Background: an optimization exercise with open tools, aiming at small area and a short achievable clock period. Do not read the settings as production practice. RTL that was checked went through simulation tests only; none was proved equivalent to the original. No functional check of the RTL was part of run 5. Power and IR drop assume default switching activity.

==> flow/design.v <==
module video_uut (
    input  wire         clk_i       ,
    input  wire         cen_i       ,
    input  wire         rst_i       ,
    input  wire         vid_sel_i   ,
    input  wire [23:0]  vid_rgb_i   ,
    input  wire [1:0]   vh_blank_i  ,
    input  wire [2:0]   dvh_sync_i  ,
    output wire [2:0]   dvh_sync_o  ,
    output wire [23:0]  vid_rgb_o
);
    localparam [1:0] S_IDLE = 2'd0, S_ATTACK = 2'd1, S_HOLD = 2'd2, S_DECAY = 2'd3;
    reg [23:0] vid_rgb_d1;
    reg [2:0]  dvh_sync_d1;
    reg [11:0] x_cnt, y_cnt;
    reg        prev_de, prev_vs;
    reg [1:0]  state;
    reg [7:0]  timer;
    reg [3:0]  amp, tamp;
    reg        spd;            
    reg [15:0] lfsr;
    reg [12:0] phase;          
    reg [4:0]  freq_1, freq_2;
    reg [12:0] acc_1, acc_2;   
    reg [12:0] base_1, base_2; 
    reg [3:0]  bsel;           
    function [12:0] add13(input [12:0] a, input [12:0] b);
        integer i; reg c;
        begin
            c = 1'b0;
            for (i = 0; i < 13; i = i + 1) begin
                add13[i] = a[i] ^ b[i] ^ c;
                c = (a[i] & b[i]) | (c & (a[i] ^ b[i]));
            end
        end
    endfunction
    function [12:0] addf(input [12:0] a, input [4:0] f);
        integer i; reg c;
        begin
            c = 1'b0;
            for (i = 0; i < 5; i = i + 1) begin
                addf[i] = a[i] ^ f[i] ^ c;
                c = (a[i] & f[i]) | (c & (a[i] ^ f[i]));
            end
            for (i = 5; i < 13; i = i + 1) begin
                addf[i] = a[i] ^ c;
                c = a[i] & c;
            end
        end
    endfunction
    wire [6:0]  t_1 = acc_1[11:5] ^ {7{acc_1[12]}};
    wire [6:0]  t_2 = acc_2[11:5] ^ {7{acc_2[12]}};
    wire [7:0]  sum = t_1 + t_2;                  
    reg  [1:0] a1; reg a1_en; reg a2; reg a2_en; reg a2_neg;
    always @* begin
        a1 = 2'd0; a1_en = 1'b1; a2 = 1'b0; a2_en = 1'b0; a2_neg = 1'b0;
        case (amp)
            4'd0:  a1_en = 1'b0;
            4'd1:  a1 = 2'd0;
            4'd2:  a1 = 2'd1;
            4'd3:  begin a1 = 2'd1; a2_en = 1'b1; end
            4'd4:  a1 = 2'd2;
            4'd5:  begin a1 = 2'd2; a2_en = 1'b1; end
            4'd6:  begin a1 = 2'd2; a2_en = 1'b1; a2 = 1'b1; end
            4'd7:  begin a1 = 2'd3; a2_en = 1'b1; a2_neg = 1'b1; end
            4'd8:  a1 = 2'd3;
            4'd9:  begin a1 = 2'd3; a2_en = 1'b1; end
            4'd10: begin a1 = 2'd3; a2_en = 1'b1; a2 = 1'b1; end
            default: begin a1 = 2'd3; a2_en = 1'b1; a2 = 1'b1; end
        endcase
    end
    wire [10:0] term1 = a1_en ? ({3'b0, sum} << a1) : 11'd0;
    wire [8:0]  term2 = a2_en ? ({1'b0, sum} << a2) : 9'd0;
    wire        add1 = a2_en & ~a2_neg;
    wire [14:0] y2  = {2'b0, y_cnt, 1'b0} + {4'b0, amp, 7'b0};
    wire [14:0] kc  = ~{4'b0, 11'd1072 | {8'd0, lfsr[1:0], 1'b0}} + 15'd2 + {14'b0, add1};
    wire [14:0] op2 = ~{4'b0, term1};
    wire [14:0] op3 = a2_en ? (a2_neg ? {6'b0, term2} : ~{6'b0, term2}) : 15'd0;
    wire        fix = sum[7] & sum[0] & amp[0];
    wire [14:0] c1_s = y2 ^ kc ^ op2;
    wire [14:0] c1_c = {(y2[13:0] & kc[13:0]) | (y2[13:0] & op2[13:0]) | (kc[13:0] & op2[13:0]), fix};
    wire [14:0] cs_s = c1_s ^ c1_c ^ op3;
    wire [14:0] cs_c = {(c1_s[13:0] & c1_c[13:0]) | (c1_s[13:0] & op3[13:0]) | (c1_c[13:0] & op3[13:0]), 1'b0};
    wire [4:0]  lo  = {1'b0, cs_s[3:0]} + {1'b0, cs_c[3:0]};
    wire [10:0] hx  = cs_s[14:4] ^ cs_c[14:4];
    wire [10:0] ho  = cs_s[14:4] | cs_c[14:4];
    wire        hi_zero = ((hx[0] == lo[4])) & (hx[10:1] == ho[9:0]);
    wire [2:0]  dv = lo[3:1];
    wire draw = hi_zero & (lo[3:0] <= 4'd11) & ((y_cnt[11:3] != 0) | (y_cnt[2:0] >= dv));
    wire t_zero = (timer == 8'd0);
    wire lt = amp < tamp;
    wire gt = tamp < amp;
    wire st_idle = (state == S_IDLE), st_att = (state == S_ATTACK), st_hold = (state == S_HOLD), st_dec = (state == S_DECAY);
    wire hold_run = st_hold & ~t_zero;
    wire amp_low  = (amp[3:1] == 3'd0);                   
    wire glitch_c = hold_run & (lfsr[1:0] == 2'b11);
    wire tamp_inc = hold_run & (lfsr[2:0] == 3'b000) & (tamp < 4'd10);
    wire tamp_dec = hold_run & (lfsr[2:0] == 3'b111) & (tamp > 4'd3);
    wire [3:0] tamp_pick = (lfsr[3:0] < 4'd4) ? 4'd5 : (lfsr[3:0] > 4'd10) ? 4'd10 : lfsr[3:0];
    wire go_c = st_idle & t_zero;
    wire tamp_we = go_c | tamp_inc | tamp_dec;
    wire [3:0] tamp_nxt = go_c ? tamp_pick : tamp + (tamp_inc ? 4'd1 : 4'd15);
    wire amp_up2 = st_att & lt;
    wire amp_we  = amp_up2 | (hold_run & (lt | gt)) | st_dec;
    wire [3:0] amp_step = amp_up2 ? 4'd2 : (st_hold & lt) ? 4'd1 : 4'd15;
    wire [3:0] amp_nxt = (st_dec & amp_low) ? 4'd0 : amp + amp_step;
    wire timer_ld_h = st_att & ~lt;
    wire timer_ld_i = st_dec & amp_low;
    wire timer_we = timer_ld_h | timer_ld_i | ((st_idle | st_hold) & ~t_zero);
    wire [7:0] timer_nxt = timer_ld_h ? {1'b0, lfsr[4:0], 2'b00} : timer_ld_i ? {lfsr[5:0], 2'b00} : timer - 8'd1;
    reg  [1:0] st_nxt;
    always @* begin
        st_nxt = state;
        if (go_c) st_nxt = S_ATTACK;
        if (timer_ld_h) st_nxt = S_HOLD;
        if (st_hold & t_zero) st_nxt = S_DECAY;
        if (timer_ld_i) st_nxt = S_IDLE;
    end
    wire vs_rise  = dvh_sync_i[1] & ~prev_vs;
    wire upd      = vs_rise & spd;
    wire go       = upd & go_c;
    wire glitch   = upd & glitch_c;
    wire [4:0] f1_new = {1'b0, lfsr[3:0]} + 5'd10;
    wire [4:0] f2_new = {1'b0, lfsr[7:4]} + 5'd14;
    wire        stepping = |bsel;
    wire [12:0] b1_sum = (stepping ? {base_1[11:0], 1'b0} : base_1) + (phase & {13{~stepping | (|(bsel & freq_1[3:0]))}});
    wire [12:0] b2_sum = {base_2[11:0], 1'b0} + (phase & {13{|(bsel & freq_2[3:0])}});
    wire [12:0] b1_nxt = go ? (lfsr[12:0] & {13{f1_new[4]}}) :
                         (glitch & (&freq_1)) ? 13'd0 :    
                         (glitch | stepping) ? b1_sum : base_1;
    wire [12:0] b2_nxt = go ? (lfsr[12:0] & {13{f2_new[4]}}) : stepping ? b2_sum : base_2;
    wire x_rst = dvh_sync_i[1] | (~dvh_sync_i[2] & prev_de) | (dvh_sync_i[2] & (&x_cnt));
    wire x_inc = ~dvh_sync_i[1] & dvh_sync_i[2];
    always @(posedge clk_i) begin
        if (rst_i) begin
            state <= S_IDLE; timer <= 0; amp <= 0; tamp <= 0; spd <= 0;
            lfsr <= 16'hACE1;
            y_cnt <= 0; prev_de <= 0; prev_vs <= 0;
            vid_rgb_d1 <= 0; dvh_sync_d1 <= 0;
        end else if (cen_i) begin
            lfsr <= {lfsr[14:0], lfsr[15] ^ lfsr[13] ^ lfsr[12] ^ lfsr[10]};
            prev_vs <= dvh_sync_i[1];
            if (vs_rise) begin
                spd <= ~spd;
                if (spd) begin
                    state <= st_nxt;
                    if (timer_we) timer <= timer_nxt;
                    if (amp_we)   amp   <= amp_nxt;
                    if (tamp_we)  tamp  <= tamp_nxt;
                end
            end
            prev_de <= dvh_sync_i[2];
            if (dvh_sync_i[1]) y_cnt <= 0;
            else if (~dvh_sync_i[2] & prev_de) y_cnt <= y_cnt + 1;
            if (draw) vid_rgb_d1 <= 24'h00FF00;
            else      vid_rgb_d1 <= vid_sel_i ? 24'h0 : vid_rgb_i;
            dvh_sync_d1 <= dvh_sync_i;
        end
    end
    always @(posedge clk_i) begin
        if (cen_i) begin
            base_1 <= b1_nxt;
            base_2 <= b2_nxt;
            if (go) bsel <= 4'b1000;
            else bsel <= {1'b0, bsel[3:1]};
            if (go) begin
                phase  <= lfsr[12:0];
                freq_1 <= f1_new;
                freq_2 <= f2_new;
            end else if (glitch) freq_1 <= freq_1 + 1;
            if (x_rst) begin
                x_cnt <= 0; acc_1 <= b1_nxt; acc_2 <= b2_nxt;
            end else if (x_inc) begin
                x_cnt <= x_cnt + 1; acc_1 <= addf(acc_1, freq_1); acc_2 <= addf(acc_2, freq_2);
            end
        end
    end
    assign dvh_sync_o = dvh_sync_d1;
    assign vid_rgb_o  = vid_rgb_d1;
endmodule
==> flow/run.sh <==
#!/bin/bash
# synth_recipe.tcl (not shown) runs the flow's synth.tcl, then flattens the netlist and writes it again
# the make line also repeats each setting of config.mk as NAME=value (left out here)
make -C /OpenROAD-flow-scripts/flow DESIGN_CONFIG=/design/flow/config.mk WORK_HOME=/design/flow/orfs CLKGATE_MAP_FILE= SYNTH_SCRIPT=/design/flow/synth_recipe.tcl finish
==> flow/config.mk <==
export PLATFORM = sky130hd
export DESIGN_NAME = video_uut
export DESIGN_NICKNAME = video_uut
export VERILOG_FILES = /design/flow/design.v
export SDC_FILE = /design/flow/constraint.sdc
export NUM_CORES = 4
export LEC_CHECK = 0
export CAP_MARGIN = 20
export CORE_MARGIN = 2
export CORE_UTILIZATION = 40
export SLEW_MARGIN = 20
==> flow/constraint.sdc <==
create_clock -name core_clock -period 14.0 [get_ports {clk_i}]
set_input_delay 2.8000 -clock core_clock [delete_from_list [all_inputs] [get_ports {clk_i}]]
set_output_delay 2.8000 -clock core_clock [all_outputs]
set_load 0.01 [all_outputs]
==> flow_summary.yaml, run 1 <==
sta:
  finalCriticalPeriod_ns: 5.93
  max-slew-margin-rel: 0.306
  skew_ns: 0.0172
  setup_viol: 0
  totalNegativeSetupSlack_ns: 0
  hold_viol_final: 0
  tightest_slew_ns: 1.04
  finalMaxSlewViolations: 0
  rsz0062_at_grt: "no"
  period_share: 0.423
  fmax_ghz: 0.169
cts:
  cts.clk_slew.worst_paths_ns: 0.07
  cts_buffer_depth: 2
  cts_tree: "built"
  ctsResizeCount: 0
  cts_buffers: 17
  post_cts.repair.setup_buffers: 0
  clock-sinks: 170
  ctsRootBufferMaster: "clkbuf_16"
  clkLatencyLatePin_ns: 0.43
  cts_max_level: 4
  cts_hold_buffers: 0
placement:
  hpwlAfterDp_mm: 19.0
  place.gp.congestion: 0.810
  port_buffers: 57
worst_setup_path:
  reg2reg_slack_ns: 8.07
  r2r_cells: 20
  cp.arrival_ns: 6.29
  r2r_start: "acc_1[12]"
  critical_path_class: "reg2reg"
  crit_path_max_fanout: 16
  cp-start-kind: "flip-flop"
  r2r-end: "vid_rgb_d1[19]"
  required_ns: 14.36
  cp-end-kind: "flip-flop"
global_route:
  grt_usage: 0.180
  grt_pass1_vias: 8606
  grt_max_degree: 61
  antenna_found_initial: 0
  grt_first_pass_wirelength_mm: 44.3
  grt_overflow: 0
yosys:
  postSynthCellCount: 1263
  ys.warnings.count: 1
  synth_area_leader_cell: "edfxtp_1"
  synth_area_leaders: "edfxtp_1 (23%), dfxtp_1 (14%), ha_1 (10%)"
  synth.top_cell.area_share: 0.234
  syn_area_um2: 11600
  async_reset_ff_frac: 0
  synth_seq_area_share: 0.372
  syn-num-nets: 1420
  synth_cell_type_count: 69
  synth_area_per_cell_um2: 9.15
  synthFlopType: "edfxtp_1"
  synth-seq-cells: 170
  synth_edf_count: 90
floorplan:
  num_rows: 62
  die_y_um: 174
  fp.dieW_um: 174
  dieArea_um2: 30300
  core_area_um2: 28500
  initial_core_util: 0.405
  io_pins: 60
routing:
  drt_pre_antenna_iters: 5
  drt-vias-per-instance: 5.25
  wire_per_inst_um: 15.7
  via_count: 8850
  routed_wl_mm: 26.5
  first_iter_violations: 533
  drc: 0
  antenna_left: 0
min_path:
  holdPathStages: 2
  hold_class: "reg2reg"
  min_to: "lfsr[15]"
  worstHoldStart: "lfsr[14]"
pwr:
  p_per_area_nw_per_um2: 122
  totalPowerFinal_mw: 1.58
  p_leak_nw: 5.17
  vdd_drop_max_mv: 0.0952
status:
  outcome: "no timing/DRC/antenna violations"
finish:
  drive_gt1_frac: 0.0584
  diodes: 0
  area_delta_synth_final_pct: 12.4
  fin_nets: 1446
flow_run:
  maxCapViolations: 0
-- stage by stage --
stage          hold WS [ns]   util  setup WS (ns)  area, um2  std cells
6_report              0.480  0.455           8.07      13000       1686
5_1_grt               0.499  0.455           7.57      13000       1686
4_1_cts               0.479  0.455           7.72      13000       1686
3_5_place_dp          0.466  0.435           7.72      12400       1654
3_3_place_gp          0.459  0.435           7.78      12400       1654
2_1_floorplan         0.445      -           8.59      11600       1263
-- worst max path at each step --
stage,start,end,slack [ns],depth (start not counted)
2_1_floorplan,acc_1[12],vid_rgb_d1[6],8.59,27
3_3_place_gp,acc_1[12],vid_rgb_d1[17],7.78,20
3_5_place_dp,acc_1[12],vid_rgb_d1[19],7.72,20
4_1_cts,acc_1[12],vid_rgb_d1[19],7.72,20
5_1_grt,acc_1[12],vid_rgb_d1[23],7.57,22
6_report,acc_1[12],vid_rgb_d1[19],8.07,20
-- cells in the final DEF, fill, tap and decap left out, types with 5 or more instances in the layout --
master	instances
ha_1	94
a21o_1	19
clkbuf_16	17
a21oi_1	88
dfxtp_1	80
o21a_1	8
clkdlybuf4s50_1	55
nor2b_1	26
nand2_1	142
buf_4	8
edfxtp_1	90
o21ai_1	7
xnor2_1	37
nand3_1	25
xor2_1	50
nor3_1	18
fa_1	30
a211oi_1	14
mux2_2	14
mux2i_1	26
clkinvlp_4	5
inv_1	68
a31oi_1	15
o211ai_1	7
nor2_1	138
nand4_1	5
and2_1	37
and3_1	10
o21ai_0	54
inv_8	5
a22oi_1	5
nand2b_1	19
or3_1	11
or4_1	5
-- area by class of cell --
type	instances	area, um2
fillers	2836	15600
flip-flops and latches	170	4300
clock buffers	18	429
multi-input cells	967	6760
well taps	384	480
inverters	69	264
repair buffers	64	616
clock inverters	14	129
-- routing by layer --
| layer | track usage | share of wire |
|---|---|---|
| met2 | 0.287 | 0.44 |
| met4 | 0.0424 | 0.010 |
| met5 | 0 | 0 |
| met1 | 0.254 | 0.49 |
| met3 | 0.0311 | 0.052 |
-- worst max-delay path, cell delays in order, from the launching register on --
cell and delay [ns]:
edfxtp_1 0.56, xor2_1 0.24, ha_1 0.25, fa_1 0.41
xnor2_1 0.33, nand2_1 0.08, o21ai_0 0.13, o21ai_0 0.11
and2_1 0.19, fa_1 0.48, inv_1 0.05, fa_1 0.56
inv_1 0.06, fa_1 0.50, ha_1 0.30, a21o_1 0.15
a21oi_1 0.14, o41a_1 0.41, nor2b_2 0.64, a21oi_1 0.17
nor2_1 0.12
-- kinds of logic (layout without fill, tap and decap cells) --
kind of cell	after synthesis	in the layout	synth area share
simple gates	460	460	0.189
compound gates	255	255	0.139
flops	170	170	0.372
buf+inv	126	165	0.0432
fa+ha+maj	125	125	0.155
xor+xnor	87	87	0.0659
mux	40	40	0.0362
-- flip-flops by register name, indices dropped and copies added, names as in the netlist, 5 cells and up --
signal / cells
phase: 12
base_2: 13
freq_1: 5
acc_1: 13
freq_2: 5
acc_2: 13
vid_rgb_d1: 24
x_cnt: 12
lfsr: 16
y_cnt: 12
base_1: 13
timer: 8
-- power breakdown --
group | internal [mW] | switching, mW
Clock | 0.235 | 0.224
Combinational | 0.218 | 0.279
Sequential | 0.587 | 0.0404
Total | 1.04 | 0.544
-- synthesized netlist by cell type (all sizes together), types with 4 or more instances --
| master | count |
|---|---|
| a21oi | 89 |
| a31oi | 16 |
| nand2 | 143 |
| fa | 30 |
| o21ai | 61 |
| xor2 | 50 |
| nor3b | 4 |
| nand3b | 4 |
| nand3 | 25 |
| clkbuf | 43 |
| a22oi | 5 |
| and2 | 37 |
| or4 | 5 |
| nor4 | 5 |
| ha | 94 |
| a32oi | 4 |
| a21o | 19 |
| nor2b | 27 |
| nand2b | 19 |
| mux2 | 14 |
| inv | 68 |
| o21a | 9 |
| edfxtp | 90 |
| buf | 14 |
| nor2 | 140 |
| nand4 | 5 |
| and3 | 10 |
| o21bai | 4 |
| nor3 | 18 |
| or3 | 11 |
| o211ai | 7 |
| xnor2 | 37 |
| mux2i | 26 |
| a211oi | 14 |
| dfxtp | 80 |
==> run 2: changes to the inputs <==
==> flow/flow/run.sh (new file) <==
#!/bin/bash
# Standard ORFS layout, with timing repair aiming at extra setup slack so that
# the achieved period (not only the 14 ns clock) is optimised.
set -euo pipefail
bash standard.sh finish SETUP_SLACK_MARGIN=9.5 > flow_make.log 2>&1
==> flow/standard.sh (new file) <==
#!/bin/bash
# synth_recipe.tcl (not shown) runs the flow's synth.tcl, then flattens the netlist and writes it again
# the make line also repeats each setting of config.mk as NAME=value (left out here)
make -C /OpenROAD-flow-scripts/flow DESIGN_CONFIG=/design/flow/config.mk WORK_HOME=/design/flow/orfs CLKGATE_MAP_FILE= SYNTH_SCRIPT=/design/flow/synth_recipe.tcl "${@:-finish}"
removed: flow/run.sh
==> flow_summary.yaml, run 2 <==
finish:
  diodes: 0
  reg_top3: "vid_rgb_d1 x24, lfsr x16"
  drive_gt1_frac: 0.134
  top_register: "vid_rgb_d1"
  multi_input_area_um2: 7100
  largest_reg_flops: 24
  area_delta_synth_final_pct: 19.4
  mostFrequentLayoutCells: "nand2_1 (139), nor2_1 (137), edfxtp_1 (90)"
  register_area_um2: 4300
  final_common_cell: "nand2_1"
  fill_cells: 2754
  fin_nets: 1486
yosys:
  yosys.area_share.simple: 0.189
  synth-seq-cells: 170
  synth.top_cell.area_share: 0.234
  synth_adder_area_share: 0.155
  synth_compound_area_frac: 0.139
  syn-num-nets: 1420
  synth_cell_type_count: 69
  synth_area_leader_cell: "edfxtp_1"
  muxShareOfSynthArea: 0.0362
  yosys.cell_count.top_type: "nand2_1"
  ys.warnings.count: 1
  synth_seq_area_share: 0.372
  yosys-top-cells-count: "nand2_1 (142), nor2_1 (138), ha_1 (94), edfxtp_1 (90), a21oi_1 (88)"
  post_synth_xor_area_fraction: 0.0659
  synthFlopType: "edfxtp_1"
  synth_top_family_by_area: "simple AND/OR/NAND/NOR gates"
  async_reset_ff_frac: 0
  synth_area_leaders: "edfxtp_1 (23%), dfxtp_1 (14%), ha_1 (10%)"
  postSynthCellCount: 1263
  syn_area_um2: 11600
  synth_edf_count: 90
  synth_area_per_cell_um2: 9.15
routing:
  drt_pre_antenna_iters: 5
  drc: 0
  wl_met3_mm: 1.55
  routed_wl_mm: 28.4
  via_count: 9141
  antenna_left: 0
  top_layer_used: "met4"
  wire_per_inst_um: 16.5
  wl_met1_mm: 13.3
  drt-vias-per-instance: 5.30
  first_iter_violations: 562
  dr_wl_met2_mm: 13.2
cts:
  ctsRootBufferMaster: "clkbuf_16"
  cts_buffer_depth: 2
  clkLatencyLatePin_ns: 0.44
  cts_buffers: 17
  cts_max_level: 4
  clock-sinks: 170
  cts_tree: "built"
  cts.clk_slew.worst_paths_ns: 0.08
  cts_hold_buffers: 0
status:
  outcome: "no timing/DRC/antenna violations"
worst_setup_path:
  slowest_stage: "fa_1"
  r2r_cells: 22
  r2r-end: "vid_rgb_d1[23]"
  endpoint: "vid_rgb_d1[23]"
  cp-start-kind: "flip-flop"
  r2r_start: "acc_1[5]"
  path_cells: "xor2_1 -> ha_2 -> fa_2 -> buf_6 -> xnor2_2 -> nand2_1 -> o21ai_2 -> o21ai_1 -> and2_1 -> fa_1 -> inv_1 -> fa_1 -> inv_2 -> fa_2 -> ha_4 -> a21o_1 -> a21oi_2 -> o41a_1 -> nor2b_4 -> buf_8 -> a21oi_2 -> nor2_1"
  critical_path_class: "reg2reg"
  worst-path-buf-inv: 4
  cp-startpoint: "acc_1[5]"
  cp.arrival_ns: 5.39
  reg2reg_slack_ns: 8.91
  required_ns: 14.30
  path_depth: 22
  cp-end-kind: "flip-flop"
  crit_family: "adder cells"
  cp_slowest_stage_delay_ns: 0.52
  crit_path_max_fanout: 8
pwr:
  p_int_mw: 1.12
  pwr-share-comb: 0.362
  seqPwrFrac: 0.367
  p_leak_nw: 5.54
  p_sw_frac: 0.345
  clkPwrFrac: 0.270
  vdd_drop_max_mv: 0.0807
  totalPowerFinal_mw: 1.70
  p_per_area_nw_per_um2: 124
  p_sw_mw: 0.588
global_route:
  grt_max_degree: 61
  grt_usage: 0.188
  grt_pass1_vias: 8813
  grt_overflow: 0
  grt_first_pass_wirelength_mm: 45.5
  antenna_found_initial: 0
floorplan:
  dieArea_um2: 30300
  die_y_um: 174
  core_area_um2: 28500
  io_pins: 60
  initial_core_util: 0.405
  num_rows: 62
  fp.dieW_um: 174
min_path:
  hold_class: "reg2reg"
sta:
  period_share: 0.363
  finalMaxSlewViolations: 0
  skew_ns: 0.0187
  rsz0062_at_grt: "yes"
  max-slew-margin-rel: 0.355
  hold_viol_final: 0
  hold_ws_ns: 0.470
  fmax_ghz: 0.197
  totalNegativeSetupSlack_ns: 0
  setup_viol: 0
  tightest_slew_ns: 0.961
  finalCriticalPeriod_ns: 5.09
placement:
  place.gp.congestion: 0.805
  port_buffers: 57
  hpwlAfterDp_mm: 19.4
flow_run:
  maxCapViolations: 0
## run 2: cell families (layout without fill, tap and decap cells)
| logic type | after synthesis | count (layout) |
|---|---|---|
| simple gates | 460 | 460 |
| compound gates | 255 | 255 |
| flops | 170 | 170 |
| buf+inv | 126 | 205 |
| fa+ha+maj | 125 | 125 |
| xor+xnor | 87 | 87 |
| mux | 40 | 40 |
## run 2: cell type report
cell class / instances / share of cell area
Sequential cell: 170 / 0.312
Tap cell: 384 / 0.0348
Clock buffer: 17 / 0.0308
Timing Repair Buffer: 104 / 0.0773
Multi-Input combinational cell: 967 / 0.514
Inverter: 69 / 0.0197
Clock inverter: 15 / 0.0110
## run 2: how the worst min path moves through the flow
stage / start / to / slack (ns) / depth (start not counted)
5_1_grt: vid_rgb_d1[9] / vid_rgb_d1[9] / 0.51 / 2
6_report: lfsr[14] / lfsr[15] / 0.47 / 2
2_1_floorplan: lfsr[14] / lfsr[15] / 0.44 / 2
4_1_cts: lfsr[14] / lfsr[15] / 0.48 / 2
3_3_place_gp: lfsr[14] / lfsr[15] / 0.45 / 2
3_5_place_dp: lfsr[14] / lfsr[15] / 0.46 / 2
## run 2: worst reg2reg max path, stage by stage, from the launching register on
cell	delay (ns)
edfxtp_1	0.47
xor2_1	0.21
ha_2	0.20
fa_2	0.37
buf_6	0.13
xnor2_2	0.14
nand2_1	0.08
o21ai_2	0.07
o21ai_1	0.08
and2_1	0.19
fa_1	0.48
inv_1	0.05
fa_1	0.52
inv_2	0.05
fa_2	0.49
ha_4	0.28
a21o_1	0.12
a21oi_2	0.06
o41a_1	0.46
nor2b_4	0.17
buf_8	0.16
a21oi_2	0.13
nor2_1	0.04
## run 2: timing repair
action,in CTS,in global routing
endpoints found under the setup margin,125,38
pin swaps,28,22
setup buffers,20,15
resized for setup,43,42
cloned,4,0
## run 2: power by group through the flow
| stage | Clock [mW] | Combinational (mW) | Sequential [mW] |
|---|---|---|---|
| 2_1_floorplan | 0 | 0.398 | 0.622 |
| 3_3_place_gp | 0 | 0.499 | 0.637 |
| 3_5_place_dp | 0 | 0.507 | 0.638 |
| 4_1_cts | 0.471 | 0.549 | 0.625 |
| 5_1_grt | 0.492 | 0.681 | 0.632 |
| 6_report | 0.461 | 0.617 | 0.626 |
## run 2: stage by stage
step | util | cells | area, um2 | setup WS, ns
after CTS | 0.472 | 1711 | 13500 | 8.84
after floorplan | - | 1263 | 11700 | 9.01
after detailed placement | 0.438 | 1655 | 12500 | 8.22
final | 0.483 | 1726 | 13800 | 8.91
after global routing | 0.483 | 1726 | 13800 | 8.73
after global placement | 0.438 | 1655 | 12500 | 8.20
## run 2: metal layers
metal | up-vias | GRT usage
met5 | - | 0
met4 | 0 | 0.0434
met3 | 17 | 0.0407
met2 | 230 | 0.306
met1 | 4352 | 0.257
li1 | 4542 | -
==> run 3: changes to the inputs <==
--- a/flow/design.v
+++ b/flow/design.v
@@ -53,20 +53,7 @@
     wire [7:0]  sum = t_1 + t_2;                  
-    reg  [1:0] a1; reg a1_en; reg a2; reg a2_en; reg a2_neg;
-    always @* begin
-        a1 = 2'd0; a1_en = 1'b1; a2 = 1'b0; a2_en = 1'b0; a2_neg = 1'b0;
-        case (amp)
-            4'd0:  a1_en = 1'b0;
-            4'd1:  a1 = 2'd0;
-            4'd2:  a1 = 2'd1;
-            4'd3:  begin a1 = 2'd1; a2_en = 1'b1; end
-            4'd4:  a1 = 2'd2;
-            4'd5:  begin a1 = 2'd2; a2_en = 1'b1; end
-            4'd6:  begin a1 = 2'd2; a2_en = 1'b1; a2 = 1'b1; end
-            4'd7:  begin a1 = 2'd3; a2_en = 1'b1; a2_neg = 1'b1; end
-            4'd8:  a1 = 2'd3;
-            4'd9:  begin a1 = 2'd3; a2_en = 1'b1; end
-            4'd10: begin a1 = 2'd3; a2_en = 1'b1; a2 = 1'b1; end
-            default: begin a1 = 2'd3; a2_en = 1'b1; a2 = 1'b1; end
-        endcase
-    end
+    wire       a1_en  = (amp != 4'd0);
+    wire [1:0] a1     = (amp >= 4'd7) ? 2'd3 : (amp >= 4'd4) ? 2'd2 : (amp >= 4'd2) ? 2'd1 : 2'd0;
+    wire       a2_en  = ~((amp == 4'd0) | (amp == 4'd1) | (amp == 4'd2) | (amp == 4'd4) | (amp == 4'd8));
+    wire       a2     = (amp == 4'd6) | (amp >= 4'd10);
+    wire       a2_neg = (amp == 4'd7);
     wire [10:0] term1 = a1_en ? ({3'b0, sum} << a1) : 11'd0;
@@ -79,6 +66,5 @@
     wire        fix = sum[7] & sum[0] & amp[0];
-    wire [14:0] c1_s = y2 ^ kc ^ op2;
-    wire [14:0] c1_c = {(y2[13:0] & kc[13:0]) | (y2[13:0] & op2[13:0]) | (kc[13:0] & op2[13:0]), fix};
-    wire [14:0] cs_s = c1_s ^ c1_c ^ op3;
-    wire [14:0] cs_c = {(c1_s[13:0] & c1_c[13:0]) | (c1_s[13:0] & op3[13:0]) | (c1_c[13:0] & op3[13:0]), 1'b0};
+    wire [14:0] ypre = y2 + kc;
+    wire [14:0] cs_s = ypre ^ op2 ^ op3;
+    wire [14:0] cs_c = {(ypre[13:0] & op2[13:0]) | (ypre[13:0] & op3[13:0]) | (op2[13:0] & op3[13:0]), fix};
     wire [4:0]  lo  = {1'b0, cs_s[3:0]} + {1'b0, cs_c[3:0]};
==> flow_summary.yaml, run 3 <==
worst_setup_path:
  r2r-end: "vid_rgb_d1[22]"
  worst-path-buf-inv: 4
  r2r_start: "acc_1[12]"
  critical_path_class: "reg2reg"
  path_cells: "buf_6 -> xor2_4 -> ha_4 -> inv_2 -> fa_2 -> xor2_1 -> a21oi_1 -> nor2_1 -> a31oi_1 -> o22ai_2 -> fa_1 -> ha_1 -> nand2_1 -> or3_4 -> nand2_4 -> xnor2_2 -> ha_1 -> inv_2 -> o2111ai_4 -> buf_6 -> nand3_4 -> o31a_4 -> a22o_1"
  cp-start-kind: "flip-flop"
  slowest_stage: "fa_1"
  crit_family: "adder cells"
  reg2reg_slack_ns: 9.12
  cp_slowest_stage_delay_ns: 0.52
  cp-end-kind: "flip-flop"
  required_ns: 14.32
  crit_path_max_fanout: 8
  r2r_cells: 23
  cp.arrival_ns: 5.20
status:
  outcome: "no timing/DRC/antenna violations"
floorplan:
  dieArea_um2: 30800
  num_rows: 62
  die_y_um: 175
  core_area_um2: 28900
  io_pins: 60
  initial_core_util: 0.408
  fp.dieW_um: 175
routing:
  antenna_left: 0
  first_iter_violations: 579
  drt_pre_antenna_iters: 7
  via_count: 9370
  drc: 0
  drt-vias-per-instance: 5.38
  routed_wl_mm: 28.8
  wire_per_inst_um: 16.5
sta:
  finalCriticalPeriod_ns: 4.88
  setup_viol: 0
  skew_ns: 0.0169
  fmax_ghz: 0.205
  max-slew-margin-rel: 0.284
  hold_ws_ns: 0.475
  period_share: 0.348
  finalMaxSlewViolations: 0
  tightest_slew_ns: 1.07
  hold_viol_final: 0
  rsz0062_at_grt: "yes"
  totalNegativeSetupSlack_ns: 0
finish:
  fin_nets: 1506
  register_area_um2: 4210
  area_delta_synth_final_pct: 19.3
  final_common_cell: "nand2_1"
  fill_cells: 2765
  drive_gt1_frac: 0.130
  largest_reg_flops: 24
  reg_top3: "vid_rgb_d1 x24, lfsr x16"
  top_register: "vid_rgb_d1"
  multi_input_area_um2: 7620
  mostFrequentLayoutCells: "nand2_1 (137), nor2_1 (101), ha_1 (93)"
  diodes: 0
global_route:
  grt_overflow: 0
  grt_pass1_vias: 9262
  antenna_found_initial: 0
  grt_max_degree: 70
  grt_usage: 0.189
  grt_first_pass_wirelength_mm: 47.1
yosys:
  synth_area_leader_cell: "edfxtp_1"
  yosys.cell_count.top_type: "nand2_1"
  postSynthCellCount: 1289
  async_reset_ff_frac: 0
  synth_seq_area_share: 0.356
  synth.top_cell.area_share: 0.230
  synthFlopType: "edfxtp_1"
  synth-seq-cells: 164
  syn_area_um2: 11800
  ys.warnings.count: 1
  synth_area_leaders: "edfxtp_1 (23%), dfxtp_1 (13%), ha_1 (11%)"
  synth_cell_type_count: 73
  synth_edf_count: 90
  syn-num-nets: 1449
  synth_area_per_cell_um2: 9.12
  yosys-top-cells-count: "nand2_1 (138), nor2_1 (105), ha_1 (101), a21oi_1 (96), edfxtp_1 (90)"
cts:
  cts_tree: "built"
  cts_max_level: 4
  clkLatencyLatePin_ns: 0.43
  cts_buffer_depth: 2
  ctsRootBufferMaster: "clkbuf_16"
  cts_buffers: 17
  cts.clk_slew.worst_paths_ns: 0.07
  clock-sinks: 164
pwr:
  p_leak_nw: 5.47
  p_sw_mw: 0.567
  vdd_drop_max_mv: 0.0746
  clkPwrFrac: 0.276
  p_int_mw: 1.12
  p_sw_frac: 0.336
  p_per_area_nw_per_um2: 120
  pwr-share-comb: 0.368
  seqPwrFrac: 0.356
placement:
  place.gp.congestion: 0.835
  hpwlAfterDp_mm: 20.4
  port_buffers: 57
min_path:
  hold_class: "reg2reg"
  holdPathStages: 2
  worstHoldStart: "timer[1]"
  min_to: "timer[1]"
flow_run:
  maxCapViolations: 0
[run 3: cell count changes after synthesis, sizes merged, moves of 8 or more]
cell and delta:
a22o +18, inv +8, nand2b -8, nand3 +12, nor2 -35, nor2b -11, nor3 +9, o31ai +10
xnor2 +12
[run 3: layout make-up]
class	count	area share
inverter	76	0.0209
timing repair buffer	91	0.0608
clock buffer	18	0.0306
multi-input combinational	996	0.543
clock inverter	14	0.0107
sequential	164	0.300
tap	384	0.0342
[run 3: metal layers]
metal  global-route usage  vias up  part of all wire
met5                    0        -                 0
met4               0.0434        0             0.010
met3               0.0303       21             0.044
met2                0.314      184              0.47
met1                0.259     4457              0.48
li1                     -     4708                 -
[run 3: worst register-to-register path: stages, from the launching register on]
cell and delay [ns]:
edfxtp_1 0.42, buf_6 0.15, xor2_4 0.15, ha_4 0.17, inv_2 0.05, fa_2 0.47, xor2_1 0.16, a21oi_1 0.12
nor2_1 0.05, a31oi_1 0.18, o22ai_2 0.12, fa_1 0.52, ha_1 0.30, nand2_1 0.05, or3_4 0.36, nand2_4 0.08
xnor2_2 0.07, ha_1 0.30, inv_2 0.04, o2111ai_4 0.20, buf_6 0.13, nand3_4 0.10, o31a_4 0.36, a22o_1 0.21
[run 3: metrics by stage]
stage	utilization	worst slack, ns	cell area (um2)	instances	power, mW
final	0.486	9.12	14000	1743	1.69
after global routing	0.486	8.85	14000	1743	1.79
after CTS	0.478	9.09	13800	1738	1.65
after detailed placement	0.440	7.91	12700	1683	1.11
after global placement	0.440	7.94	12700	1683	1.10
after floorplan	-	9.39	11800	1289	0.990
[run 3: timing repair]
action,4_1_cts,5_1_grt
cloned,1,0
hold buffers,0,0
setup endpoints to repair,131,38
resized for setup,77,28
pin swaps,28,16
setup buffers,22,5
[run 3: power groups by stage]
stage                     clock network, mW  logic (mW)  registers, mW
after global placement                    0       0.490          0.612
after CTS                             0.476       0.576          0.601
final                                 0.466       0.622          0.601
after global routing                  0.494       0.689          0.606
after detailed placement                  0       0.497          0.613
after floorplan                           0       0.393          0.597
[run 3: logic make-up (layout without fill, tap and decap cells)]
logic type | after synthesis | count (layout) | synth area share
flops | 164 | 164 | 0.356
mux | 41 | 41 | 0.0369
xor+xnor | 97 | 97 | 0.0729
fa+ha+maj | 127 | 127 | 0.152
compound gates | 299 | 300 | 0.166
simple gates | 431 | 431 | 0.174
buf+inv | 130 | 199 | 0.0427
[run 3: worst max-delay path by stage]
stage                             start              to  slack, ns  cells after the start
after CTS                     acc_1[12]   vid_rgb_d1[4]       9.09                     22
final                         acc_1[12]  vid_rgb_d1[22]       9.12                     23
after global routing          acc_2[12]   vid_rgb_d1[3]       8.85                     22
after detailed placement  dvh_sync_i[1]       acc_1[10]       7.91                      8
after floorplan               acc_2[12]  vid_rgb_d1[10]       9.39                     22
after global placement    dvh_sync_i[1]       acc_1[10]       7.94                      8
==> run 4: changes to the inputs <==
--- a/flow/flow/run.sh
+++ b/flow/flow/run.sh
@@ -4,2 +4,2 @@
 set -euo pipefail
-bash standard.sh finish SETUP_SLACK_MARGIN=9.5 > flow_make.log 2>&1
+bash standard.sh finish SETUP_SLACK_MARGIN=10 > flow_make.log 2>&1
==> flow_summary.yaml, run 4 <==
status:
  outcome: "no timing/DRC/antenna violations"
finish:
  fin_nets: 1534
  top_register: "vid_rgb_d1"
  finalNonFillerCells: 1771
  largest_reg_flops: 24
  post-route-util: 0.506
  area_delta_synth_final_pct: 24.2
  mostFrequentLayoutCells: "nand2_1 (131), nor2_1 (97), edfxtp_1 (90)"
  diodes: 0
  final_common_cell: "nand2_1"
  drive_gt1_frac: 0.178
  reg_top3: "vid_rgb_d1 x24, lfsr x16"
  fin_area_um2: 14600
yosys:
  synthFlopType: "edfxtp_1"
  synth_area_per_cell_um2: 9.12
  async_reset_ff_frac: 0
  synth_seq_area_share: 0.356
  synth_cell_type_count: 73
  yosys.cell_count.top_type: "nand2_1"
  syn_area_um2: 11800
  postSynthCellCount: 1289
  yosys-top-cells-count: "nand2_1 (138), nor2_1 (105), ha_1 (101), a21oi_1 (96), edfxtp_1 (90)"
  synth-seq-cells: 164
  synth_area_leaders: "edfxtp_1 (23%), dfxtp_1 (13%), ha_1 (11%)"
  synth_area_leader_cell: "edfxtp_1"
  synth.top_cell.area_share: 0.230
  synth_edf_count: 90
  ys.warnings.count: 1
  syn-num-nets: 1449
global_route:
  grt_max_degree: 45
  grt_overflow: 0
  grt_usage: 0.204
  grt.met1_usage: 0.284
  grt_first_pass_wirelength_mm: 50.1
  grt_pass1_vias: 9526
  antenna_found_initial: 0
  grtUsageMet3: 0.0299
  top_usage_layer: "met2"
  use_met2: 0.335
routing:
  drt_pre_antenna_iters: 5
  routed_wl_mm: 32.0
  via_count: 9769
  drc: 0
  first_iter_violations: 555
  drt-vias-per-instance: 5.52
  antenna_left: 0
  wire_per_inst_um: 18.1
sta:
  tightest_slew_ns: 0.823
  setup_viol: 0
  max-slew-margin-rel: 0.450
  hold_ws_ns: 0.472
  fin_ws_ns: 8.92
  finalCriticalPeriod_ns: 5.08
  period_share: 0.363
  hold_viol_final: 0
  fmax_ghz: 0.197
  finalMaxSlewViolations: 0
  skew_ns: 0.0169
  rsz0062_at_grt: "yes"
  totalNegativeSetupSlack_ns: 0
cts:
  clkLatencyLatePin_ns: 0.44
  clock-sinks: 164
  cts_buffers: 17
  cts_hold_buffers: 0
  cts_tree: "built"
  cts.clk_slew.worst_paths_ns: 0.07
  ctsRootBufferMaster: "clkbuf_16"
  cts_max_level: 4
  cts_buffer_depth: 2
placement:
  place_inst: 1684
  placed_area_um2: 12800
  place.gp.congestion: 0.860
  hpwlAfterDp_mm: 21.1
  port_buffers: 57
  pre_cts_slack_ns: 7.88
worst_setup_path:
  slowest_stage: "fa_1"
  cp.arrival_ns: 5.40
  worst-path-buf-inv: 2
  required_ns: 14.32
  cp-start-kind: "flip-flop"
  cp-end-kind: "flip-flop"
  crit_path_max_fanout: 8
  path_cells: "xor2_2 -> ha_2 -> inv_2 -> fa_2 -> nor2b_2 -> o31a_1 -> o21ai_2 -> nand2b_1 -> xnor2_2 -> mux2_4 -> a2bb2oi_2 -> fa_1 -> inv_2 -> ha_4 -> xnor2_2 -> nor4_2 -> nand2_1 -> nor4_4 -> nand3_4 -> o31a_4 -> a22o_1"
  cp_slowest_stage_delay_ns: 0.56
  critical_path_class: "reg2reg"
  crit_family: "adder cells"
pwr:
  p_per_area_nw_per_um2: 117
  vdd_drop_max_mv: 0.0788
  p_leak_nw: 5.87
  totalPowerFinal_mw: 1.71
floorplan:
  fp.dieW_um: 175
  initial_core_util: 0.408
  core_area_um2: 28900
  dieArea_um2: 30800
  num_rows: 62
  die_y_um: 175
  io_pins: 60
min_path:
  hold_class: "reg2reg"
flow_run:
  maxCapViolations: 0
run 4: layout make-up:
type	instances	area, um2
Clock buffer	21	460
Clock inverter	11	116
Fill cell	2677	14300
Inverter	76	302
Multi-Input combinational cell	998	7780
Sequential cell	164	4200
Tap cell	384	480
Timing Repair Buffer	117	1260
run 4: worst min-delay path, delay by kind of cell, from the launching register on:
family,cells,cell delay (ns)
muxes,1,0.07
DFF,1,0.32
and+or+nand+nor,1,0.05
run 4: report_power, final:
part           switching, mW  internal, mW
combinational          0.334         0.303
sequential            0.0383         0.564
clock                  0.209         0.259
total                  0.581          1.13
run 4: kinds of logic (layout without fill, tap and decap cells):
kind of cell               count (synthesis)  count (layout)  share of synthesized area
and+or+nand+nor                          431             433                      0.174
AOI/OAI and AO/OA                        299             300                      0.166
DFF                                      164             164                      0.356
buffers and inverters                    130             225                     0.0427
adders and majority gates                127             127                      0.152
xor gates and xnor gates                  97              97                     0.0729
muxes                                     41              41                     0.0369
run 4: worst paths after layout:
kind	startpoint	to	slack (ns)	cells after the start
worst max-delay path	acc_1[12]	vid_rgb_d1[19]	8.92	21
worst min-delay path	lfsr[14]	lfsr[15]	0.47	2
worst max register to register	acc_1[12]	vid_rgb_d1[19]	8.92	21
worst min register to register	lfsr[14]	lfsr[15]	0.47	2
run 4: what timing repair did:
item / in CTS / in global routing
gates cloned: 6 / 4
buffers inserted: 29 / 16
endpoints found under the setup margin: 204 / 83
resized for setup: 125 / 71
pin swaps: 23 / 62
run 4: per-layer routing:
metal / vias up / wire length, um
met2: 216 / 15000
li1: 4798 / -
met4: 0 / 619
met5: - / 0
met3: 39 / 1350
met1: 4716 / 15000
==> run 5: changes to the inputs <==
--- a/flow/design.v
+++ b/flow/design.v
@@ -61,4 +61,3 @@
     wire        add1 = a2_en & ~a2_neg;
-    wire [14:0] y2  = {2'b0, y_cnt, 1'b0} + {4'b0, amp, 7'b0};
-    wire [14:0] kc  = ~{4'b0, 11'd1072 | {8'd0, lfsr[1:0], 1'b0}} + 15'd2 + {14'b0, add1};
+    wire [14:0] kc  = ~{4'b0, 11'd1072 | {8'd0, lfsr[1:0], 1'b0}} + 15'd2 + {14'b0, add1} + {4'b0, amp, 7'b0};
     wire [14:0] op2 = ~{4'b0, term1};
@@ -66,3 +65,3 @@
     wire        fix = sum[7] & sum[0] & amp[0];
-    wire [14:0] ypre = y2 + kc;
+    wire [14:0] ypre = {2'b0, y_cnt, 1'b0} + kc;
     wire [14:0] cs_s = ypre ^ op2 ^ op3;
==> flow/flow/run.sh (replaced) <==
#!/bin/bash
# Standard ORFS layout, with timing repair aiming at extra setup slack so that
# the achieved period (not only the 14 ns clock) is optimised, and plain buf_2
# cells (instead of delay buffers) as the port buffers.
set -euo pipefail
bash standard.sh finish SETUP_SLACK_MARGIN=9.5 "BUFFER_PORTS_ARGS=-buffer_cell sky130_fd_sc_hd__buf_2" > flow_make.log 2>&1
--- a/flow/config.mk
+++ b/flow/config.mk
@@ -10,2 +10,3 @@
 export CORE_UTILIZATION = 40
+export CTS_BUF_LIST = sky130_fd_sc_hd__clkbuf_4 sky130_fd_sc_hd__clkbuf_8
 export SLEW_MARGIN = 20
==> flow_summary.yaml, run 5 <==
routing:
  drc: 0
  routed_wl_mm: 28.7
  dr_wl_met2_mm: 13.7
  wire_per_inst_um: 16.5
  first_iter_violations: 493
  drt_pre_antenna_iters: 5
  wl_met1_mm: 13.8
  via_count: 9460
  top_layer_used: "met4"
  wl_met3_mm: 1.05
  drt-vias-per-instance: 5.42
  antenna_left: 0
finish:
  register_area_um2: 4210
  largest_reg_flops: 24
  multi_input_area_um2: 7470
  fin_area_um2: 13500
  reg_top3: "vid_rgb_d1 x24, lfsr x16"
  mostFrequentLayoutCells: "nand2_1 (137), nor2_1 (103), ha_1 (95)"
  fill_cells: 2795
  drive_gt1_frac: 0.162
  area_delta_synth_final_pct: 14.5
  diodes: 0
  fin_nets: 1507
  top_register: "vid_rgb_d1"
  final_common_cell: "nand2_1"
placement:
  hpwlAfterDp_mm: 20.6
  pre_cts_slack_ns: 8.24
  port_buffers: 57
  place.gp.congestion: 0.870
  placed_area_um2: 12400
pwr:
  p_sw_mw: 0.547
  p_leak_nw: 5.44
  vdd_drop_max_mv: 0.0703
  p_sw_frac: 0.344
  p_int_mw: 1.04
  clkPwrFrac: 0.245
  seqPwrFrac: 0.377
  p_per_area_nw_per_um2: 118
  pwr-share-comb: 0.378
yosys:
  synth_area_leader_cell: "edfxtp_1"
  syn-num-nets: 1449
  synth_area_per_cell_um2: 9.12
  ys.warnings.count: 1
  synth_cell_type_count: 73
  synth_edf_count: 90
  yosys.cell_count.top_type: "nand2_1"
  synth_seq_area_share: 0.356
  synth.top_cell.area_share: 0.230
  postSynthCellCount: 1289
  synth-seq-cells: 164
  synthFlopType: "edfxtp_1"
  async_reset_ff_frac: 0
  syn_area_um2: 11800
  synth_area_leaders: "edfxtp_1 (23%), dfxtp_1 (13%), ha_1 (11%)"
  yosys-top-cells-count: "nand2_1 (138), nor2_1 (105), ha_1 (101), a21oi_1 (96), edfxtp_1 (90)"
cts:
  cts_hold_buffers: 0
  clkLatencyLatePin_ns: 0.46
  cts_tree: "built"
  cts_buffers: 17
  cts_max_level: 4
  ctsRootBufferMaster: "clkbuf_8"
  clock-sinks: 164
  cts_buffer_depth: 2
  cts.clk_slew.worst_paths_ns: 0.10
worst_setup_path:
  cp-start-kind: "flip-flop"
  crit_family: "adder cells"
  path_cells: "buf_6 -> xor2_4 -> ha_2 -> inv_2 -> fa_2 -> xor2_1 -> a21oi_1 -> nor2_1 -> a31oi_1 -> o22ai_2 -> fa_1 -> ha_1 -> nand2_1 -> or3_4 -> nand2_4 -> xnor2_2 -> ha_1 -> inv_2 -> o2111ai_4 -> or4b_4 -> o31ai_2"
  required_ns: 14.37
  slowest_stage: "or4b_4"
  cp_slowest_stage_delay_ns: 0.61
  crit_path_max_fanout: 8
  worst-path-buf-inv: 3
  cp.arrival_ns: 5.32
  reg2reg_slack_ns: 9.05
  r2r_cells: 21
  cp-end-kind: "flip-flop"
  r2r_start: "acc_1[12]"
  r2r-end: "vid_rgb_d1[8]"
  critical_path_class: "reg2reg"
sta:
  finalCriticalPeriod_ns: 4.95
  rsz0062_at_grt: "yes"
  skew_ns: 0.0203
  totalNegativeSetupSlack_ns: 0
  hold_ws_ns: 0.477
  tightest_slew_ns: 1.06
  hold_viol_final: 0
  setup_viol: 0
  period_share: 0.354
  fmax_ghz: 0.202
  finalMaxSlewViolations: 0
  max-slew-margin-rel: 0.293
  fin_ws_ns: 9.05
min_path:
  holdPathStages: 2
  hold_class: "reg2reg"
  worstHoldStart: "timer[1]"
  min_to: "timer[1]"
floorplan:
  initial_core_util: 0.408
  fp.dieW_um: 175
  core_area_um2: 28900
  dieArea_um2: 30800
  num_rows: 62
  die_y_um: 175
  io_pins: 60
global_route:
  grt_usage: 0.187
  grt_pass1_vias: 9159
  grt_first_pass_wirelength_mm: 46.7
  grt_overflow: 0
  grt_max_degree: 70
  antenna_found_initial: 0
flow_run:
  maxCapViolations: 0
status:
  outcome: "no timing/DRC/antenna violations"
run 5: metrics by stage:
step                      utilization  total power [mW]  instances
after global routing            0.467              1.68       1744
after detailed placement        0.431              1.11       1683
after CTS                       0.461              1.57       1740
final                           0.467              1.59       1744
after floorplan                     -             0.990       1289
after global placement          0.431              1.10       1683
run 5: worst max-delay path by stage:
stage,to,depth (start not counted),start
after floorplan,vid_rgb_d1[10],22,acc_2[12]
after global placement,vid_rgb_d1[7],20,amp[1]
after detailed placement,vid_rgb_d1[0],20,amp[1]
after CTS,vid_rgb_d1[11],23,acc_1[12]
after global routing,vid_rgb_d1[9],23,acc_1[12]
final,vid_rgb_d1[8],21,acc_1[12]
run 5: per-layer routing:
metal	vias up	GRT usage
li1	4730	-
met1	4538	0.257
met2	181	0.319
met3	11	0.0290
met4	0	0.0272
met5	-	0
run 5: what timing repair did:
action	in CTS	in global routing
pin swaps	20	16
gates cloned	1	0
gates resized for setup	54	27
setup buffers	24	4
endpoints found under the setup margin	79	81
run 5: power by group through the flow:
stage                     clock network (mW)  registers (mW)  logic, mW
after floorplan                            0           0.597      0.393
after global placement                     0           0.611      0.485
after detailed placement                   0           0.612      0.493
after CTS                              0.395           0.598      0.578
after global routing                   0.413           0.604      0.660
final                                  0.390           0.598      0.600
run 5: cell families after synthesis:
kind of cell	after synthesis	share of synthesized area
XOR/XNOR	97	0.0729
multiplexers	41	0.0369
buffers and inverters	130	0.0427
flip-flops	164	0.356
AND/OR/NAND/NOR	431	0.174
AO/OA/AOI/OAI	299	0.166
adder cells (fa/ha/maj)	127	0.152
run 5: layout make-up:
type                       instances  area share
multi-input combinational        996       0.555
sequential                       164       0.312
timing repair buffer              92      0.0429
tap                              384      0.0357
inverter                          76      0.0216
clock buffer                      18      0.0179
clock inverter                    14      0.0147
run 5: tightest hold or removal path: cells and delay by family (launching register included):
family | cells | cell delay, ns
flops | 1 | 0.33
compound gates | 1 | 0.05
simple gates | 1 | 0.06
==> run 6: changes to the inputs <==
--- a/flow/design.v
+++ b/flow/design.v
@@ -53,7 +53,4 @@
     wire [7:0]  sum = t_1 + t_2;                  
-    wire       a1_en  = (amp != 4'd0);
-    wire [1:0] a1     = (amp >= 4'd7) ? 2'd3 : (amp >= 4'd4) ? 2'd2 : (amp >= 4'd2) ? 2'd1 : 2'd0;
-    wire       a2_en  = ~((amp == 4'd0) | (amp == 4'd1) | (amp == 4'd2) | (amp == 4'd4) | (amp == 4'd8));
-    wire       a2     = (amp == 4'd6) | (amp >= 4'd10);
-    wire       a2_neg = (amp == 4'd7);
+    reg        a1_en, a2_en, a2, a2_neg;
+    reg  [1:0] a1;
     wire [10:0] term1 = a1_en ? ({3'b0, sum} << a1) : 11'd0;
@@ -121,2 +118,3 @@
             state <= S_IDLE; timer <= 0; amp <= 0; tamp <= 0; spd <= 0;
+            a1_en <= 0; a1 <= 0; a2_en <= 0; a2 <= 0; a2_neg <= 0;
             lfsr <= 16'hACE1;
@@ -132,3 +130,10 @@
                     if (timer_we) timer <= timer_nxt;
-                    if (amp_we)   amp   <= amp_nxt;
+                    if (amp_we) begin
+                        amp    <= amp_nxt;
+                        a1_en  <= (amp_nxt != 4'd0);
+                        a1     <= (amp_nxt >= 4'd7) ? 2'd3 : (amp_nxt >= 4'd4) ? 2'd2 : (amp_nxt >= 4'd2) ? 2'd1 : 2'd0;
+                        a2_en  <= ~((amp_nxt == 4'd0) | (amp_nxt == 4'd1) | (amp_nxt == 4'd2) | (amp_nxt == 4'd4) | (amp_nxt == 4'd8));
+                        a2     <= (amp_nxt == 4'd6) | (amp_nxt >= 4'd10);
+                        a2_neg <= (amp_nxt == 4'd7);
+                    end
                     if (tamp_we)  tamp  <= tamp_nxt;
==> flow_summary.yaml, run 6 <==
status:
  outcome: "no timing/DRC/antenna violations"
yosys:
  yosys-top-cells-count: "nand2_1 (132), nor2_1 (121), ha_1 (101), edfxtp_1 (90), dfxtp_1 (80)"
  synth_top_family_by_area: "simple AND/OR/NAND/NOR gates"
  syn-num-nets: 1470
  yosys.area_share.simple: 0.186
  synth_adder_area_share: 0.148
  ys.warnings.count: 1
  synthFlopType: "edfxtp_1"
  synth_area_per_cell_um2: 9.17
  postSynthCellCount: 1310
  syn_area_um2: 12000
  synth_seq_area_share: 0.358
  post_synth_xor_area_fraction: 0.0714
  synth_edf_count: 90
  synth_area_leader_cell: "edfxtp_1"
  muxShareOfSynthArea: 0.0354
  synth_cell_type_count: 74
  synth-seq-cells: 170
  async_reset_ff_frac: 0
  synth.top_cell.area_share: 0.225
  synth_area_leaders: "edfxtp_1 (22%), dfxtp_1 (13%), ha_1 (11%)"
  yosys.cell_count.top_type: "nand2_1"
  synth_compound_area_frac: 0.158
floorplan:
  initial_core_util: 0.406
  core_area_um2: 29600
  fp.dieW_um: 177
  dieArea_um2: 31400
  io_pins: 60
  num_rows: 63
  die_y_um: 177
finish:
  mostFrequentLayoutCells: "nand2_1 (131), nor2_1 (121), ha_1 (100)"
  drive_gt1_frac: 0.131
  area_delta_synth_final_pct: 12.0
  fill_cells: 2971
  fin_nets: 1509
  largest_reg_flops: 24
  final_common_cell: "nand2_1"
  multi_input_area_um2: 7450
  top_register: "vid_rgb_d1"
  register_area_um2: 4320
  diodes: 0
  reg_top3: "vid_rgb_d1 x24, lfsr x16"
sta:
  finalCriticalPeriod_ns: 4.85
  finalMaxSlewViolations: 0
  period_share: 0.347
  rsz0062_at_grt: "yes"
  hold_viol_final: 0
  fmax_ghz: 0.206
  hold_ws_ns: 0.468
  max-slew-margin-rel: 0.283
  skew_ns: 0.0175
  totalNegativeSetupSlack_ns: 0
  setup_viol: 0
  tightest_slew_ns: 1.07
cts:
  cts_tree: "built"
  clock-sinks: 170
  cts_buffers: 17
  cts_max_level: 4
  clkLatencyLatePin_ns: 0.47
  ctsRootBufferMaster: "clkbuf_8"
  cts_buffer_depth: 2
  cts_hold_buffers: 0
  cts.clk_slew.worst_paths_ns: 0.09
global_route:
  grt_usage: 0.191
  grt_pass1_vias: 9099
  antenna_found_initial: 0
  grt_first_pass_wirelength_mm: 47.7
  grt_max_degree: 50
  grt_overflow: 0
worst_setup_path:
  cp-end-kind: "flip-flop"
  required_ns: 14.37
  cp_slowest_stage_delay_ns: 0.57
  crit_path_max_fanout: 12
  slowest_stage: "fa_2"
  cp-start-kind: "flip-flop"
  cp_common_cell: "xor2_1"
  critical_path_class: "reg2reg"
  cp.arrival_ns: 5.22
  path_cells: "xor2_1 -> ha_2 -> fa_2 -> mux2i_1 -> xor2_1 -> and2_1 -> fa_1 -> ha_1 -> nor3b_1 -> a21o_2 -> a21oi_1 -> xor2_1 -> ha_1 -> nor2_1 -> nand3_1 -> a21oi_1 -> nor3_4 -> buf_4 -> o2111ai_4 -> buf_12 -> a311oi_1"
flow_run:
  maxCapViolations: 0
routing:
  routed_wl_mm: 29.2
  antenna_left: 0
  drt_pre_antenna_iters: 5
  wire_per_inst_um: 16.7
  drc: 0
  via_count: 9471
  first_iter_violations: 610
  drt-vias-per-instance: 5.41
pwr:
  vdd_drop_max_mv: 0.0970
  p_per_area_nw_per_um2: 114
  p_leak_nw: 5.46
placement:
  place.gp.congestion: 0.869
  port_buffers: 57
  hpwlAfterDp_mm: 20.5
min_path:
  hold_class: "reg2reg"
run 6: cell types whose count changed in the layout (fill, tap and decap cells not counted), moves of 8 or more:
cell      previous run  this run
a22o_1              20         2
dfxtp_1             67        75
o21ai_0             28        59
buf_4               30        21
nand2b_1            10        22
a32o_1               0        16
xnor2_1             44        52
o21ai_1             35         2
nor2_1             103       121
a21oi_1             91        62
run 6: power breakdown:
part | leakage, nW | total, mW | switching (mW) | internal [mW]
logic | 3.71 | 0.518 | 0.296 | 0.222
registers | 1.52 | 0.624 | 0.0392 | 0.585
clock network | 0.229 | 0.395 | 0.192 | 0.203
total | 5.46 | 1.54 | 0.527 | 1.01
run 6: path summary, 6_finish.rpt:
kind                            depth (start not counted)              to  slack, ns           from
worst max-delay path                                   21  vid_rgb_d1[13]       9.15      acc_2[12]
worst min-delay path                                    1   vid_rgb_d1[3]       0.47  vid_rgb_d1[3]
worst max register to register                         21  vid_rgb_d1[13]       9.15      acc_2[12]
worst min register to register                          1   vid_rgb_d1[3]       0.47  vid_rgb_d1[3]
run 6: timing repair:
item,in CTS,in global routing
pin swaps,10,3
resized for setup,27,12
cloned,2,0
setup endpoints to repair,38,43
buffers inserted,10,6
run 6: critical path: cells and delay by family, from the launching register on:
family | cells | cell delay, ns
muxes | 1 | 0.09
xor gates and xnor gates | 3 | 0.57
buffers and inverters | 2 | 0.35
adders and majority gates | 5 | 1.73
AOI/OAI and AO/OA | 5 | 0.87
and+or+nand+nor | 5 | 0.66
DFF | 1 | 0.49
run 6: logic make-up after synthesis:
kind of cell,Yosys count
AOI/OAI and AO/OA,282
buffers and inverters,132
DFF,170
muxes,41
and+or+nand+nor,460
adders and majority gates,127
xor gates and xnor gates,98
run 6: through the flow:
step / util / power (mW) / std cells / instance area (um2) / setup WS, ns
finish: 0.454 / 1.54 / 1752 / 13500 / 9.15
global route: 0.454 / 1.64 / 1752 / 13500 / 8.85
CTS: 0.451 / 1.55 / 1746 / 13400 / 9.20
detailed placement: 0.427 / 1.14 / 1702 / 12700 / 8.46
global placement: 0.427 / 1.13 / 1702 / 12700 / 8.45
floorplan: - / 1.02 / 1310 / 12100 / 9.42
run 6: area by class of cell:
cell class                 instances  share of cell area
multi-input combinational       1010               0.553
timing repair buffer              80              0.0370
sequential                       170               0.321
clock inverter                    13              0.0140
tap                              390              0.0363
clock buffer                      19              0.0190
inverter                          70              0.0195
run 6: layer usage:
metal  part of all wire  global-route usage  wire length [um]
met4              0.013              0.0454               381
met1               0.50               0.271             14500
met5                  0                   0                 0
met3              0.034              0.0251               980
met2               0.46               0.309             13300
==> run 7: changes to the inputs <==
==> flow/flow/run.sh (replaced) <==
#!/bin/bash
# Standard ORFS layout, with timing repair aiming at extra setup slack so that
# the achieved period (not only the 14 ns clock) is optimised.
set -euo pipefail
bash standard.sh finish SETUP_SLACK_MARGIN=9.5 > flow_make.log 2>&1
--- a/flow/config.mk
+++ b/flow/config.mk
@@ -10,3 +10,2 @@
 export CORE_UTILIZATION = 40
-export CTS_BUF_LIST = sky130_fd_sc_hd__clkbuf_4 sky130_fd_sc_hd__clkbuf_8
 export SLEW_MARGIN = 20
==> flow_summary.yaml, run 7 <==
cts:
  clock-sinks: 170
  clkLatencyLatePin_ns: 0.43
  cts_max_level: 4
  cts_tree: "built"
  ctsRootBufferMaster: "clkbuf_16"
  cts.clk_slew.worst_paths_ns: 0.07
  cts_buffers: 17
  cts_hold_buffers: 0
  cts_buffer_depth: 2
global_route:
  grt_usage: 0.190
  grt_overflow: 0
  antenna_found_initial: 0
  grt_pass1_vias: 9130
  grt_max_degree: 50
  grt_first_pass_wirelength_mm: 47.5
placement:
  place_inst: 1703
  port_buffers: 57
  pre_cts_slack_ns: 8.36
  place.gp.congestion: 0.841
  hpwlAfterDp_mm: 20.4
  placed_area_um2: 13000
finish:
  top_register: "vid_rgb_d1"
  fin_nets: 1506
  area_delta_synth_final_pct: 15.9
  post-route-util: 0.470
  final_common_cell: "nand2_1"
  reg_top3: "vid_rgb_d1 x24, lfsr x16"
  finalNonFillerCells: 1749
  fill_cells: 2907
  diodes: 0
  mostFrequentLayoutCells: "nand2_1 (130), nor2_1 (121), ha_1 (100)"
  drive_gt1_frac: 0.0927
  fin_area_um2: 13900
  largest_reg_flops: 24
sta:
  finalMaxSlewViolations: 0
  period_share: 0.351
  fin_ws_ns: 9.08
  totalNegativeSetupSlack_ns: 0
  setup_viol: 0
  hold_viol_final: 0
  fmax_ghz: 0.203
  skew_ns: 0.00998
  rsz0062_at_grt: "yes"
  max-slew-margin-rel: 0.275
  tightest_slew_ns: 1.08
  hold_ws_ns: 0.467
  finalCriticalPeriod_ns: 4.92
yosys:
  synth_area_leader_cell: "edfxtp_1"
  synth_area_leaders: "edfxtp_1 (22%), dfxtp_1 (13%), ha_1 (11%)"
  yosys-top-cells-count: "nand2_1 (132), nor2_1 (121), ha_1 (101), edfxtp_1 (90), dfxtp_1 (80)"
  yosys.area_share.simple: 0.186
  synth_top_family_by_area: "simple AND/OR/NAND/NOR gates"
  post_synth_xor_area_fraction: 0.0714
  synth_area_per_cell_um2: 9.17
  postSynthCellCount: 1310
  synthFlopType: "edfxtp_1"
  synth.top_cell.area_share: 0.225
  synth_compound_area_frac: 0.158
  synth_seq_area_share: 0.358
  synth-seq-cells: 170
  yosys.cell_count.top_type: "nand2_1"
  syn_area_um2: 12000
  synth_edf_count: 90
  syn-num-nets: 1470
  muxShareOfSynthArea: 0.0354
  synth_cell_type_count: 74
  ys.warnings.count: 1
  async_reset_ff_frac: 0
  synth_adder_area_share: 0.148
pwr:
  totalPowerFinal_mw: 1.65
  p_leak_nw: 5.48
  p_per_area_nw_per_um2: 119
  vdd_drop_max_mv: 0.0892
worst_setup_path:
  crit_path_max_fanout: 12
  cp-end-kind: "flip-flop"
  required_ns: 14.33
  path_cells: "xor2_2 -> ha_2 -> fa_2 -> mux2i_1 -> xor2_1 -> and2_1 -> fa_1 -> ha_1 -> nor3b_1 -> a21o_2 -> a21oi_1 -> xor2_1 -> ha_1 -> nor2_1 -> nand3_1 -> a21oi_1 -> nor3_4 -> buf_12 -> o2111ai_4 -> buf_12 -> a311oi_1"
  cp.arrival_ns: 5.25
  cp_slowest_stage_delay_ns: 0.57
  cp-start-kind: "flip-flop"
  slowest_stage: "fa_2"
  critical_path_class: "reg2reg"
routing:
  drc: 0
  via_count: 9409
  wire_per_inst_um: 16.6
  first_iter_violations: 580
  drt_pre_antenna_iters: 5
  antenna_left: 0
  drt-vias-per-instance: 5.38
  routed_wl_mm: 29.1
floorplan:
  fp.dieW_um: 177
  io_pins: 60
  num_rows: 63
  dieArea_um2: 31400
  core_area_um2: 29600
  initial_core_util: 0.406
  die_y_um: 177
min_path:
  hold_class: "reg2reg"
flow_run:
  maxCapViolations: 0
status:
  outcome: "no timing/DRC/antenna violations"
run 7: critical path, delay by kind of cell, from the launching register on:
| family | cells | cell delay (ns) |
|---|---|---|
| compound gates | 5 | 0.85 |
| xor+xnor | 3 | 0.60 |
| fa+ha+maj | 5 | 1.75 |
| buf+inv | 2 | 0.34 |
| flops | 1 | 0.51 |
| mux | 1 | 0.09 |
| simple gates | 5 | 0.66 |
run 7: cells by family after synthesis:
logic type / Yosys count
fa+ha+maj: 127
xor+xnor: 98
flops: 170
simple gates: 460
compound gates: 282
mux: 41
buf+inv: 132
run 7: timing repair:
action	CTS	global route
endpoints found under the setup margin	137	42
buffers inserted	13	0
gates cloned	1	0
endpoints found under the hold margin	0	0
pin swaps	10	2
resized for setup	39	13
run 7: routing by layer:
layer / up-vias / global-route usage / share of wire
met5: - / 0 / 0
met4: 0 / 0.0372 / 0.0096
met3: 20 / 0.0274 / 0.029
met2: 124 / 0.312 / 0.47
met1: 4510 / 0.267 / 0.49
li1: 4755 / - / -
run 7: report_power, final:
part           internal, mW  switching [mW]
Sequential            0.586          0.0388
Combinational         0.237           0.299
Clock                 0.294           0.200
Total                  1.12           0.538
run 7: path summary, 6_finish.rpt:
check | start | endpoint | slack (ns) | cells past startpoint
max | acc_2[12] | vid_rgb_d1[13] | 9.08 | 21
min | vid_rgb_d1[16] | vid_rgb_d1[16] | 0.47 | 1
max reg2reg | acc_2[12] | vid_rgb_d1[13] | 9.08 | 21
min reg2reg | vid_rgb_d1[16] | vid_rgb_d1[16] | 0.47 | 1
run 7: final cells by class:
cell class / instances / area [um2] / area share
Tap cell: 390 / 488 / 0.0350
Sequential cell: 170 / 4310 / 0.309
Timing Repair Buffer: 78 / 771 / 0.0553
Inverter: 70 / 263 / 0.0189
Multi-Input combinational cell: 1009 / 7490 / 0.537
Clock buffer: 20 / 467 / 0.0335
Clock inverter: 12 / 145 / 0.0104

## re-timing with driven ports
In the flow no input, the clock included, has a driving cell. The finished layouts below were timed again as built, in two steps.
Step 1 (the two cells are an assumption about what drives the block):
set clk [get_ports {clk_i}]
set_driving_cell -lib_cell sky130_fd_sc_hd__clkbuf_16 $clk
set_driving_cell -lib_cell sky130_fd_sc_hd__buf_2 [delete_from_list [all_inputs] $clk]
Step 2 times the ports against the registers' clock, not the clock port: input delays grow and output delays shrink by t, the midpoint of the rising clock arrivals with the driver on.
Three values: no drivers, after step 1, after step 2; two values: the first two.
| run | shift t [ns] | setup slack, ns | worst setup path after step 2 | worst slew at a driven data input, ns |
|---|---|---|---|---|
| run 1 | 0.470 | 8.074 / 8.074 / 8.074 | register to register | 0.04 |
| run 2 | 0.479 | 8.911 / 8.911 / 8.911 | register to register | 0.15 |
| run 3 | 0.468 | 9.121 / 9.121 / 9.121 | register to register | 0.07 |
| run 4 | 0.475 | 8.919 / 8.919 / 8.919 | register to register | 0.11 |
| run 5 | 0.494 | 9.049 / 9.049 / 9.049 | register to register | 0.05 |
| run 6 | 0.502 | 9.145 / 9.145 / 9.144 | input to register | 0.07 |
| run 7 | 0.479 | 9.081 / 9.081 / 9.081 | register to register | 0.07 |
After both steps every run listed still meets setup and hold. The setup slack of run 6, which loses most, moves by 0.000 ns with the drivers and by -0.001 ns with both steps.
